Context: an optimization exercise on an open-source flow, tuned for small area. The choices shown serve that exercise and are no tape-out recipe. The RTL was checked by simulation tests, not by an equivalence proof against the original design. No activity file was given, so power comes from the tool's default toggle rates.

Setup of north:
// DUFT_ap_ctrl_chain
module DUFT_ap_ctrl_chain(
  input [31:0]      addr,
  input [31:0]      wr_data,
  input [1:0]       rd_wr,
  output [31:0]     ap_return,
  input             ap_rst,
  input             ap_start,
  input             ap_continue,
  input             ap_ce,
  output            ap_idle,
  output            ap_ready,
  output            ap_done,
  input             ap_clk
);
For scale: about 750 cells after synthesis, roughly 220 flip-flops, roughly 110 I/O pins, ~9100 µm² of cells after synthesis.
clock: 8.0 ns
lec_check: 0
cap_margin: 20
core_margin: 2
core_utilization: 40
cts_buf_list: sky130_fd_sc_hd__clkbuf_4
slew_margin: 20
run.sh (not shown) runs the stock make flow with config.mk's settings and CLKGATE_MAP_FILE= SYNTH_SCRIPT=/design/flow/synth_recipe.tcl, a recipe that flattens the netlist after the stock synthesis.
### north -> south
Settings: CTS_BUF_LIST no longer set, was sky130_fd_sc_hd__clkbuf_4; CORE_UTILIZATION now 50, was 40.
==> flow/flow/run.sh (new file) <==
#!/bin/bash
# Layout flow: the standard ORFS flow (standard.sh) with three changes
# that only affect how the layout is made:
#  - synthesis is the standard synthesis script, except that the final
#    ABC technology-mapping call uses an area-oriented script (flow/area.abc);
#    registers are mapped before ABC runs, so they are unchanged;
#  - the port buffers inserted at global placement use sky130 buf_1;
#  - the clock tree uses clkbuf_8 buffers, clusters of at most 16 sinks and
#    no dummy loads.
set -euo pipefail
here=$(pwd)
{
  echo "proc abc {args} {"
  echo "  set i [lsearch \$args -script]"
  echo "  if {\$i >= 0} { set args [lreplace \$args \$i [expr {\$i + 1}] -script $here/flow/area.abc] }"
  echo "  yosys abc {*}\$args"
  echo "}"
  cat "$here/synth_recipe.tcl"
} > "$here/area_synth.tcl"
sed "s#SYNTH_SCRIPT=[^ ]*synth_recipe.tcl#SYNTH_SCRIPT=$here/area_synth.tcl#" standard.sh > area_standard.sh
grep -q area_synth.tcl area_standard.sh
export BUFFER_PORTS_ARGS="-buffer_cell sky130_fd_sc_hd__buf_1"
export CTS_ARGS="-sink_clustering_enable -repair_clock_nets -dont_use_dummy_load -buf_list sky130_fd_sc_hd__clkbuf_4 -sink_clustering_size 8 -sink_clustering_max_diameter 40"
bash area_standard.sh > standard_flow.log 2>&1
==> flow/flow/area.abc (new file) <==
strash
dc2
dc2
dch -f
amap
strash
dc2
dc2
dch -f
amap
strash
dc2
dch -f
amap
==> flow/standard.sh (new file) <==
#!/bin/bash
# synth_recipe.tcl (not shown) runs the flow's synth.tcl, then flattens the netlist and writes it again
# the make line also repeats each setting of config.mk as NAME=value (left out here)
make -C /OpenROAD-flow-scripts/flow DESIGN_CONFIG=/design/flow/config.mk WORK_HOME=/design/flow/orfs CLKGATE_MAP_FILE= SYNTH_SCRIPT=/design/flow/synth_recipe.tcl "${@:-finish}"
removed: flow/run.sh
Notes after the runs:
The higher share of post-route cells with drive strength above 1 of south and north is in north.
Sequential share of layout area (lower): north
In the floorplan summary, south is listed with a die area less than that of north.
Relative to north, critical path depth has increased by 30 in south.
Post-route cell area of south falls short of that of north by more than 10%.
Number of H-tree branching levels: south vs north identical
## Diff of input files: east against south
==> flow/flow/run.sh <==
#!/bin/bash
# Standard ORFS layout (the standard.sh, standard synthesis) with smaller
# port buffers and a clock tree built from small buffers without dummy loads.
set -euo pipefail
export BUFFER_PORTS_ARGS="-buffer_cell sky130_fd_sc_hd__buf_1"
export CTS_ARGS="-sink_clustering_enable -repair_clock_nets -dont_use_dummy_load -buf_list sky130_fd_sc_hd__clkbuf_16 -sink_clustering_size 30 -sink_clustering_max_diameter 80"
bash standard.sh > standard_flow.log 2>&1
removed: flow/flow/area.abc
Notes after the runs:
- Diff south and east: area overhead of the layout relative to synthesis lower in east
- Between south and east, the met1 routed wirelength after detailed routing is higher for east.
- Higher vertical extent of the die was reported by east, not south.
- Diff south -> east: largest driver fanout on the critical path lower; via count has decreased.
- When the final numbers for south and east were put side by side, the overall die width turned out to be smaller in south.
- Run comparison: east critical path class in2out; south critical path class reg2reg
- east: area after synthesis 4.8% above south
- From south to east the numbers moved as follows: count of routing violations after the opening detailed-route iteration down 159, combinational share of power -0.5 points.
[inputs] west vs east
Settings: swapping 50 for 65 in CORE_UTILIZATION; swapping 20 for 0 in SLEW_MARGIN; swapping 20 for 0 in CAP_MARGIN.
==> flow/flow/run.sh <==
#!/bin/bash
# Layout flow: the standard ORFS flow (standard.sh) with three changes
# that only affect how the layout is made:
#  - synthesis is the standard synthesis script, except that the final
#    ABC technology-mapping call uses an area-oriented script (flow/area.abc);
#    registers are mapped before ABC runs, so they are unchanged;
#  - the port buffers inserted at global placement use sky130 buf_1;
#  - the clock tree uses clkbuf_8 buffers, clusters of at most 16 sinks and
#    no dummy loads.
set -euo pipefail
here=$(pwd)
{
  echo "proc abc {args} {"
  echo "  set i [lsearch \$args -script]"
  echo "  if {\$i >= 0} { set args [lreplace \$args \$i [expr {\$i + 1}] -script $here/flow/area.abc] }"
  echo "  yosys abc {*}\$args"
  echo "}"
  cat "$here/synth_recipe.tcl"
} > "$here/area_synth.tcl"
sed "s#SYNTH_SCRIPT=[^ ]*synth_recipe.tcl#SYNTH_SCRIPT=$here/area_synth.tcl#" standard.sh > area_standard.sh
grep -q area_synth.tcl area_standard.sh
export BUFFER_PORTS_ARGS="-buffer_cell sky130_fd_sc_hd__buf_1"
export CTS_ARGS="-sink_clustering_enable -repair_clock_nets -dont_use_dummy_load -buf_list sky130_fd_sc_hd__clkbuf_8 -sink_clustering_size 16 -sink_clustering_max_diameter 60"
bash area_standard.sh > standard_flow.log 2>&1
==> flow/flow/area.abc (new file) <==
strash
dc2
dc2
dch -f
amap
strash
dc2
dc2
dch -f
amap
strash
dc2
dch -f
amap
Results
Looking at core area, west sits below east. west vs. east: global routing usage summed across all routing layers up 6.8 points, die area down about 26%. west against east: number of clock-tree buffers in the layout grew by 5, routed wire length shrank by 1300 µm, portion of total power attributed to sequential cells grew by 1.2 points. Run comparison: east slowest cell on the critical path nor3_1; west slowest cell on the critical path dfxtp_1.

-- separate check: timing with driven ports --
Ports are ideal in the flow. The routed layouts listed here were re-timed in OpenROAD. Step 1: set_driving_cell puts a clkbuf_16 on ap_clk and a buf_2 on each other input, an assumption about the parent block. Step 2 times the ports against the registers' clock, not the clock port: input delays grow and output delays shrink by t, the midpoint of the rising clock arrivals with the driver on. Slacks: no drivers / after step 1 / after step 2; pairs: no drivers / after step 1.
run	shift t [ns]	slack for setup (ns)	worst setup path at the end	worst slew at a driven data input, ns	pins driven straight from the clock port
north	0.698	3.610 / 3.590 / 3.590	input to output	0.04	1
south	0.627	2.356 / 2.356 / 2.356	register to register	0.04	1
east	0.502	4.362 / 4.336 / 4.201	input to register	0.06	1
west	0.527	2.179 / 2.179 / 2.179	register to register	0.04	1
After both steps every run listed still meets setup and hold. For east, which loses most, drivers alone change the setup slack by -0.026 ns; drivers and shift together by -0.161 ns.
